Source: an optimization exercise on an open RTL-to-GDS flow (aim: small area and a short achievable clock period). Production flows keep margins and buffers that such runs may drop. The RTL was checked by simulation tests, not by an equivalence proof against the original design. The clock port is modelled as an ideal driver, which makes a skipped or thinned clock tree look cheaper than it is; a real chip needs a root buffer or a tree. No activity file was given, so power comes from the tool's default toggle rates.

==> inputs of 04-08 <==
Design pipelined_multiplier, start of the top module:
module pipelined_multiplier (
    input clk,
    input rst,
    input [10:0] n1,
    input [7:0] n2,
    output reg [18:0] product
);
    reg [10:0] a1;
    reg [7:0] b1;
    reg [48:0] r2;
    reg [28:0] r3;
    reg v1, v2, v3;
    wire pp1;
    wire pp2;
    wire pp3;
    wire pp4;
    wire pp5;
    wire pp6;
    wire pp7;
    wire pp8;
    wire pp9;
    wire pp10;
    wire pp11;
    wire pp12;
    wire pp13;
    wire pp14;
    wire pp15;
    wire pp16;
    wire pp17;
    wire pp18;
    wire pp19;
    wire pp20;
    wire pp21;
    wire pp22;
    wire pp23;
    wire pp24;
    wire pp25;
    wire pp26;
    wire pp27;
    wire pp28;
    wire pp29;
    wire pp30;
    wire pp31;
    wire pp32;
    wire pp33;
    wire pp34;
    wire pp35;
    wire pp36;
    wire pp37;
    wire pp38;
    wire pp39;
    wire pp40;
    wire pp41;
    wire pp42;
    wire pp43;
    wire pp44;
    wire pp45;
    wire pp46;
    wire pp47;
    wire pp48;
    wire pp49;
    wire pp50;
    wire pp51;
    wire pp52;
    wire pp53;
    wire pp54;
    wire pp55;
    wire pp56;
    wire pp57;
    wire pp58;
    wire pp59;
    wire pp60;
    wire pp61;
    wire pp62;
    wire pp63;
    wire pp64;
    wire pp65;
    wire pp66;
    wire pp67;
    wire pp68;
    wire pp69;
    wire pp70;
    wire pp71;
    wire pp72;
    wire pp73;
    wire pp74;
    wire pp75;
    wire pp76;
    wire pp77;
    wire pp78;
    wire pp79;
    wire pp80;
    wire pp81;
    wire pp82;
    wire pp83;
    wire pp84;
    wire pp85;
    wire pp86;
    wire pp87;
    wire pp88;
    wire s89;
    wire c90;
    wire s91;
    wire c92;
    wire s93;
    wire c94;
    wire s95;
    wire c96;
    wire s97;
    wire c98;
    wire s99;
  ...
clock: 4.5 ns
lec_check: 0
cap_margin: 20
core_margin: 2
core_utilization: 40
slew_margin: 20
run.sh (not shown) runs the stock make flow with config.mk's settings and CLKGATE_MAP_FILE= SYNTH_SCRIPT=/design/flow/synth_recipe.tcl, a recipe that flattens the netlist after the stock synthesis.
==> inputs of 11-11, as changes to 04-08 <==
==> flow/flow/run.sh (new file) <==
#!/bin/bash
# Own layout flow: the standard ORFS flow (standard.sh) with two changes:
#  - synthesis: the same script as synth_recipe.tcl, except that the second
#    part of Yosys's synth (fine:) runs with -noabc, so the bit-level adders
#    of the design reach extract_fa as written and map onto full-adder cells
#    without inverters between them (the final ABC mapping still runs);
#  - port buffers: buffer_ports uses sky130_fd_sc_hd__buf_2 instead of the
#    cell it picks by itself (clkdlybuf4s50_1).
# Each tool's output goes to its own log file in the work folder.
set -euo pipefail
work=$(pwd)
first='proc synth {args} { yosys synth -nofsm -noshare {*}$args }'
if [[ "$(head -1 synth_recipe.tcl)" == "$first" ]]; then
  {
    echo 'proc synth {args} { if {[lsearch $args "fine:"] >= 0} { yosys synth -nofsm -noshare -noabc {*}$args } else { yosys synth -nofsm -noshare {*}$args } }'
    tail -n +2 synth_recipe.tcl
  } > "$work/own_synth.tcl"
else
  cp synth_recipe.tcl "$work/own_synth.tcl"
fi
extra=()
if [[ -f flow/extra.mk ]]; then
  while IFS= read -r line; do
    [[ -n "$line" && "$line" != \#* ]] && extra+=("$line")
  done < flow/extra.mk
fi
bash standard.sh SYNTH_SCRIPT="$work/own_synth.tcl" \
  "BUFFER_PORTS_ARGS=-buffer_cell sky130_fd_sc_hd__buf_2" ${extra[@]+"${extra[@]}"} finish \
  > "$work/orfs_make.log" 2>&1
==> flow/standard.sh (new file) <==
#!/bin/bash
# synth_recipe.tcl (not shown) runs the flow's synth.tcl, then flattens the netlist and writes it again
# the make line also repeats each setting of config.mk as NAME=value (left out here)
make -C /OpenROAD-flow-scripts/flow DESIGN_CONFIG=/design/flow/config.mk WORK_HOME=/design/flow/orfs CLKGATE_MAP_FILE= SYNTH_SCRIPT=/design/flow/synth_recipe.tcl "${@:-finish}"
Settings changed: CORE_UTILIZATION 40 to 60, CTS_BUF_LIST set to sky130_fd_sc_hd__clkbuf_8, CTS_CLUSTER_SIZE set to 30, SETUP_SLACK_MARGIN set to 2.8.
removed: flow/run.sh
==> inputs of 10-05, as changes to 04-08 <==
==> flow/flow/run.sh (new file) <==
#!/bin/bash
# Own layout flow: the standard ORFS flow (standard.sh) with two changes:
#  - synthesis: the same script as synth_recipe.tcl, except that the second
#    part of Yosys's synth (fine:) runs with -noabc, so the bit-level adders
#    of the design reach extract_fa as written and map onto full-adder cells
#    without inverters between them (the final ABC mapping still runs);
#  - port buffers: buffer_ports uses sky130_fd_sc_hd__buf_2 instead of the
#    cell it picks by itself (clkdlybuf4s50_1).
# Each tool's output goes to its own log file in the work folder.
set -euo pipefail
work=$(pwd)
first='proc synth {args} { yosys synth -nofsm -noshare {*}$args }'
if [[ "$(head -1 synth_recipe.tcl)" == "$first" ]]; then
  {
    echo 'proc synth {args} { if {[lsearch $args "fine:"] >= 0} { yosys synth -nofsm -noshare -noabc {*}$args } else { yosys synth -nofsm -noshare {*}$args } }'
    tail -n +2 synth_recipe.tcl
  } > "$work/own_synth.tcl"
else
  cp synth_recipe.tcl "$work/own_synth.tcl"
fi
extra=()
if [[ -f flow/extra.mk ]]; then
  while IFS= read -r line; do
    [[ -n "$line" && "$line" != \#* ]] && extra+=("$line")
  done < flow/extra.mk
fi
bash standard.sh SYNTH_SCRIPT="$work/own_synth.tcl" \
  "BUFFER_PORTS_ARGS=-buffer_cell sky130_fd_sc_hd__buf_2" ${extra[@]+"${extra[@]}"} finish \
  > "$work/orfs_make.log" 2>&1
==> flow/standard.sh (new file) <==
#!/bin/bash
# synth_recipe.tcl (not shown) runs the flow's synth.tcl, then flattens the netlist and writes it again
# the make line also repeats each setting of config.mk as NAME=value (left out here)
make -C /OpenROAD-flow-scripts/flow DESIGN_CONFIG=/design/flow/config.mk WORK_HOME=/design/flow/orfs CLKGATE_MAP_FILE= SYNTH_SCRIPT=/design/flow/synth_recipe.tcl "${@:-finish}"
Settings changed: CORE_UTILIZATION 40 to 60, CTS_BUF_LIST set to sky130_fd_sc_hd__clkbuf_8, CTS_CLUSTER_SIZE set to 30.
removed: flow/run.sh
==> notes.md <==
- Against 10-05, the worst hold slack of 11-11 is higher by 0.0023 ns.
- In 11-11 the total power is smaller than in 10-05, by about 0.26%.
- In 11-11 the synthesized area is lower than in 04-08, by about 2.6%.
- Wire length: 04-08 > 11-11 > 10-05.
- Of 04-08 and 11-11, 11-11 has the higher combinational power (gap 9.7%, measured against 11-11).
- Cell count: 11-11 is smaller than 04-08 (about 20%).
==> figures <==
quantity	04-08	10-05	11-11
Comb. pwr	900 uW	899 uW	997 uW
Post-cts gate resize count	0	0	18
Reg2reg start	r3[8]	r3[8]	r3[10]
Crit path capture type	primary output	flip-flop	flip-flop
Outcome	finished clean	finished clean	finished clean
Tightest Pin Transition	0.772 ns	0.767 ns	0.771 ns
Endpoint of the worst hold-timing path	r3[2]	r3[27]	r3[4]
Cell class ranked first by area	flip-flops and latches	flip-flops and latches	multi-input combinational cells
Fraction of synthesized cell area in xor and xnor cells	1.70%	2.44%	2.44%
Tap cells	172	105	105
Stages on worst setup path	1	7	7
PD cells	567 nW/um^2	583 nW/um^2	567 nW/um^2
Fmax	458 MHz	484 MHz	524 MHz
Minimum clock period	2.18 ns	2.07 ns	1.91 ns

* * *

==> run a <==
Another version of the RTL of pipelined_multiplier (not shown whole).
==> flow/config.mk <==
export PLATFORM = sky130hd
export DESIGN_NAME = pipelined_multiplier
export DESIGN_NICKNAME = pipelined_multiplier
export VERILOG_FILES = /design/flow/design.v
export SDC_FILE = /design/flow/constraint.sdc
export NUM_CORES = 4
export LEC_CHECK = 0
export ABC_AREA = 1
export CAP_MARGIN = 20
export CORE_MARGIN = 2
export CORE_UTILIZATION = 60
export SETUP_SLACK_MARGIN = 2.9
export SLEW_MARGIN = 20
==> flow/constraint.sdc <==
create_clock -name core_clock -period 4.5 [get_ports {clk}]
set_input_delay 0.9000 -clock core_clock [delete_from_list [all_inputs] [get_ports {clk}]]
set_output_delay 0.9000 -clock core_clock [all_outputs]
set_load 0.01 [all_outputs]
standard.sh (not shown) runs the stock make flow with config.mk's settings and CLKGATE_MAP_FILE= SYNTH_SCRIPT=/design/flow/synth_recipe.tcl, a recipe that flattens the netlist after the stock synthesis.
==> flow/flow/run.sh <==
#!/bin/bash
# Own layout flow: the standard ORFS flow (standard.sh) with three changes:
#  - synthesis: the same script as synth_recipe.tcl, except that the second
#    part of Yosys's synth (fine:) runs with -noabc, so the bit-level adders
#    of the design reach extract_fa as written and map onto full-adder cells
#    without inverters between them (the final ABC mapping still runs);
#  - port buffers: buffer_ports uses sky130_fd_sc_hd__buf_1 instead of the
#    cell it picks by itself (clkdlybuf4s50_1);
#  - clock tree: flow/mycts.tcl (sourced before CTS) replaces
#    clock_tree_synthesis with a one-level tree (4 clkbuf_16 buffers fed by
#    the clock port, each driving a quarter of the flip-flops).
# Each tool's output goes to its own log file in the work folder.
set -euo pipefail
work=$(pwd)
first='proc synth {args} { yosys synth -nofsm -noshare {*}$args }'
if [[ "$(head -1 synth_recipe.tcl)" == "$first" ]]; then
  {
    echo 'proc synth {args} { if {[lsearch $args "fine:"] >= 0} { yosys synth -nofsm -noshare -noabc {*}$args } else { yosys synth -nofsm -noshare {*}$args } }'
    tail -n +2 synth_recipe.tcl
  } > "$work/own_synth.tcl"
else
  cp synth_recipe.tcl "$work/own_synth.tcl"
fi
extra=()
if [[ -f flow/extra.mk ]]; then
  while IFS= read -r line; do
    [[ -n "$line" && "$line" != \#* ]] && extra+=("$line")
  done < flow/extra.mk
fi
bash standard.sh SYNTH_SCRIPT="$work/own_synth.tcl" \
  "BUFFER_PORTS_ARGS=-buffer_cell sky130_fd_sc_hd__buf_1" "PRE_CTS_TCL=$work/flow/mycts.tcl" ${extra[@]+"${extra[@]}"} finish \
  > "$work/orfs_make.log" 2>&1
==> flow/flow/mycts.tcl <==
# Clock tree for a small design, replacing clock_tree_synthesis (whose
# H-tree makes 17 buffers here).  The clock port drives 4 clkbuf_16
# buffers.  Three of them drive the flip-flops outside the second pipeline
# register, in three groups formed by position.  The fourth drives DLEAF
# leaf buffers that drive the second pipeline register (r2): its clock
# arrives one buffer later, which gives the first stage (r1 -> r2) time
# that the second stage (r2 -> r3) does not need.  No register on a path
# from an input or to an output gets a different clock arrival.
rename clock_tree_synthesis orig_clock_tree_synthesis

proc own_cts_groups {sinks ngroups} {
  # split sinks ({x y pin}) into ngroups groups by position
  set n [llength $sinks]
  set ny [expr {int(sqrt($ngroups))}]
  if {$ny < 1} { set ny 1 }
  set nx [expr {($ngroups + $ny - 1) / $ny}]
  set groups {}
  set byy [lsort -integer -index 1 $sinks]
  set per_row [expr {($n + $ny - 1) / $ny}]
  for {set r 0} {$r < $ny} {incr r} {
    set row [lrange $byy [expr {$r * $per_row}] [expr {($r + 1) * $per_row - 1}]]
    set byx [lsort -integer -index 0 $row]
    set m [llength $byx]
    set per [expr {($m + $nx - 1) / $nx}]
    for {set c 0} {$c < $nx} {incr c} {
      set g [lrange $byx [expr {$c * $per}] [expr {($c + 1) * $per - 1}]]
      if {[llength $g]} { lappend groups $g }
    }
  }
  return $groups
}

proc own_cts_buffer {cell net group name netname} {
  # buffer driving the pins of group from net, placed at their centre
  set dbu [[ord::get_db_block] getDbUnitsPerMicron]
  set sx 0; set sy 0; set pins {}
  foreach s $group {
    set sx [expr {$sx + [lindex $s 0]}]
    set sy [expr {$sy + [lindex $s 1]}]
    lappend pins [lindex $s 2]
  }
  set cx [expr {double($sx) / [llength $group] / $dbu}]
  set cy [expr {double($sy) / [llength $group] / $dbu}]
  set r [insert_buffer -buffer_cell $cell -net $net -load_pins $pins -location [list $cx $cy] -buffer_name $name -net_name $netname]
  return [get_full_name $r]
}

proc clock_tree_synthesis {args} {
  set top_cell sky130_fd_sc_hd__clkbuf_16
  set leaf_cell sky130_fd_sc_hd__clkbuf_8
  set nleaf 3
  if {[info exists ::env(OWN_CTS_DLEAVES)]} { set nleaf $::env(OWN_CTS_DLEAVES) }
  if {[info exists ::env(OWN_CTS_DLEAF_CELL)]} { set leaf_cell $::env(OWN_CTS_DLEAF_CELL) }
  set block [ord::get_db_block]
  set normal {}
  set delayed {}
  foreach pin [get_pins -of_objects [get_nets clk]] {
    if {[get_property $pin direction] ne "input"} { continue }
    set it [sta::sta_to_db_pin $pin]
    set inst [$it getInst]
    set bb [$inst getBBox]
    set s [list [expr {([$bb xMin] + [$bb xMax]) / 2}] [expr {([$bb yMin] + [$bb yMax]) / 2}] $pin]
    if {[string match {r2*} [$inst getName]]} { lappend delayed $s } else { lappend normal $s }
  }
  puts "own cts: [llength $normal] flip-flops on the direct branches, [llength $delayed] on the delayed branch"
  set k 0
  foreach g [own_cts_groups $normal 3] {
    own_cts_buffer $top_cell [get_nets clk] $g "clkbuf_top_$k" "clknet_top_$k"
    incr k
  }
  set leaves {}
  set k 0
  foreach g [own_cts_groups $delayed $nleaf] {
    lappend leaves [own_cts_buffer $leaf_cell [get_nets clk] $g "clkbuf_dly_$k" "clknet_dly_$k"]
    incr k
  }
  # the fourth top buffer drives the delayed branch's leaf buffers
  set dbu [$block getDbUnitsPerMicron]
  set lg {}
  foreach l $leaves {
    set bb [[sta::sta_to_db_inst [get_cells $l]] getBBox]
    lappend lg [list [expr {([$bb xMin] + [$bb xMax]) / 2}] [expr {([$bb yMin] + [$bb yMax]) / 2}] [get_pins $l/A]]
  }
  own_cts_buffer $top_cell [get_nets clk] $lg "clkbuf_top_3" "clknet_top_3"
  foreach net [$block getNets] {
    if {[string match clknet_* [$net getName]] || [$net getName] eq "clk"} { $net setSigType CLOCK }
  }
  set_propagated_clock [all_clocks]
}
==> run b (differences from run a) <==
==> flow/flow/mycts.tcl (replaced) <==
rename clock_tree_synthesis orig_clock_tree_synthesis
proc clock_tree_synthesis {args} {
  set leaf_cell sky130_fd_sc_hd__clkbuf_16
  set root_cell none
  set nleaf 4
  if {[info exists ::env(OWN_CTS_LEAVES)]} { set nleaf $::env(OWN_CTS_LEAVES) }
  if {[info exists ::env(OWN_CTS_LEAF_CELL)]} { set leaf_cell $::env(OWN_CTS_LEAF_CELL) }
  if {[info exists ::env(OWN_CTS_ROOT_CELL)]} { set root_cell $::env(OWN_CTS_ROOT_CELL) }
  set block [ord::get_db_block]
  set clk_port [lindex [all_clocks] 0]
  set clk_net [[$block findBTerm clk] getNet]
  set sinks {}
  foreach pin [get_pins -of_objects [get_nets clk]] {
    if {[get_property $pin direction] ne "input"} { continue }
    set it [sta::sta_to_db_pin $pin]
    set bb [[$it getInst] getBBox]
    lappend sinks [list [expr {([$bb xMin] + [$bb xMax]) / 2}] [expr {([$bb yMin] + [$bb yMax]) / 2}] $pin]
  }
  set n [llength $sinks]
  puts "own cts: $n sinks, $nleaf leaf buffers"
  # split into nleaf groups: sort by y into rows of groups, then by x
  set ny [expr {int(sqrt($nleaf))}]
  if {$ny < 1} { set ny 1 }
  set nx [expr {($nleaf + $ny - 1) / $ny}]
  set groups {}
  set byy [lsort -integer -index 1 $sinks]
  set per_row [expr {($n + $ny - 1) / $ny}]
  for {set r 0} {$r < $ny} {incr r} {
    set row [lrange $byy [expr {$r * $per_row}] [expr {($r + 1) * $per_row - 1}]]
    set byx [lsort -integer -index 0 $row]
    set m [llength $byx]
    set per [expr {($m + $nx - 1) / $nx}]
    for {set c 0} {$c < $nx} {incr c} {
      set g [lrange $byx [expr {$c * $per}] [expr {($c + 1) * $per - 1}]]
      if {[llength $g]} { lappend groups $g }
    }
  }
  set dbu [$block getDbUnitsPerMicron]
  set leaves {}
  set k 0
  foreach g $groups {
    set sx 0; set sy 0; set pins {}
    foreach s $g { set sx [expr {$sx + [lindex $s 0]}]; set sy [expr {$sy + [lindex $s 1]}]; lappend pins [lindex $s 2] }
    set cx [expr {double($sx) / [llength $g] / $dbu}]
    set cy [expr {double($sy) / [llength $g] / $dbu}]
    set name "clkleaf_$k"
    set r [insert_buffer -buffer_cell $leaf_cell -net [get_nets clk] -load_pins $pins -location [list $cx $cy] -buffer_name $name -net_name "clknet_leaf_$k"]
    set name [get_full_name $r]
    lappend leaves $name
    incr k
  }
  if {$root_cell eq "none"} {
    foreach net [$block getNets] {
      set nm [$net getName]
      if {[string match clknet_* $nm] || $net eq $clk_net} { $net setSigType CLOCK }
    }
    set_propagated_clock [all_clocks]
    return
  }
  # root buffer at the centre of the leaves
  set sx 0; set sy 0; set pins {}
  foreach l $leaves {
    set bb [[$block findInst $l] getBBox]
    set sx [expr {$sx + ([$bb xMin] + [$bb xMax]) / 2}]
    set sy [expr {$sy + ([$bb yMin] + [$bb yMax]) / 2}]
    lappend pins [get_pins $l/A]
  }
  set cx [expr {double($sx) / [llength $leaves] / $dbu}]
  set cy [expr {double($sy) / [llength $leaves] / $dbu}]
  insert_buffer -buffer_cell $root_cell -net [get_nets clk] -load_pins $pins -location [list $cx $cy] -buffer_name clkroot -net_name clknet_root
  foreach net [$block getNets] {
    set nm [$net getName]
    if {[string match clknet_* $nm] || $net eq $clk_net} { $net setSigType CLOCK }
  }
  set_propagated_clock [all_clocks]
}
- SETUP_SLACK_MARGIN: 2.9 -> 2.8
==> run c (differences from run a) <==
--- a/flow/flow/run.sh
+++ b/flow/flow/run.sh
@@ -8,6 +8,8 @@
 #    cell it picks by itself (clkdlybuf4s50_1);
 #  - clock tree: flow/mycts.tcl (sourced before CTS) replaces
-#    clock_tree_synthesis with a one-level tree (4 clkbuf_16 buffers fed by
-#    the clock port, each driving a quarter of the flip-flops).
+#    clock_tree_synthesis with a small tree: the clock port drives four
+#    clkbuf_16 buffers; three drive the flip-flops outside r2 directly, the
+#    fourth drives three clkbuf_8 buffers that drive r2, so r2's clock
+#    arrives one buffer later (skew only between internal registers).
 # Each tool's output goes to its own log file in the work folder.
 set -euo pipefail
- SETUP_SLACK_MARGIN: 2.9 -> 2.95
==> comparison <==
- Run a went through all stages and came out clean. Run c produced a clean layout. Run b ran to the end with no violations.
- In die area, run b and run a do not differ.
- Sequential power is about the same in run b and run a.
- The highest hold slack belongs to run a, the lowest to run b.
- Cell area: run c > run a > run b.
- Via count, lowest first: run a, run b, run c.
- In synthesized area, run c and run b do not differ.
- In register-to-register slack, run a and run c hardly differ.
- Routed wire length, lowest first: run b, run a, run c.
No run of this note takes its clock network from TritonCTS; it comes from the design's own scripts or RTL.

-- afterwards: timing with drivers on the ports --
The flow's constraints put no driver on any port. The routed layouts listed below were extracted and timed again, unchanged, in two steps.
Step 1, drivers: a clkbuf_16 drives clk and a buf_2 each remaining input, both assumed.
Step 2 adds t to the input delays and takes it off the output delays; t is the mean of the earliest and latest rising clock arrival at the registers after step 1. Input paths then give back, and output paths get back, about the clock's delay inside the block.
Slacks: no drivers / after step 1 / after step 2; pairs: no drivers / after step 1.
| run | t (ns) | setup slack, ns | slew at the worst register clock pin (ns) |
|---|---|---|---|
| 04-08 | 0.440 | 2.319 / 2.284 / 2.435 | 0.05 / 0.05 |
| 11-11 | 0.442 | 2.592 / 2.592 / 2.592 | 0.08 / 0.08 |
| 10-05 | 0.444 | 2.434 / 2.434 / 2.434 | 0.08 / 0.08 |
| run a | 0.284 | 2.952 / 2.887 / 2.923 | 0.10 / 0.10 |
| run b | 0.238 | 2.838 / 2.838 / 2.838 | 0.10 / 0.10 |
| run c | 0.293 | 2.952 / 2.881 / 2.955 | 0.12 / 0.12 |
After both steps setup and hold are still met in every run listed. The setup slack of run a, which loses most, moves by -0.065 ns with the drivers and by -0.029 ns with both steps. The worst setup slack also covers recovery checks on asynchronous resets.
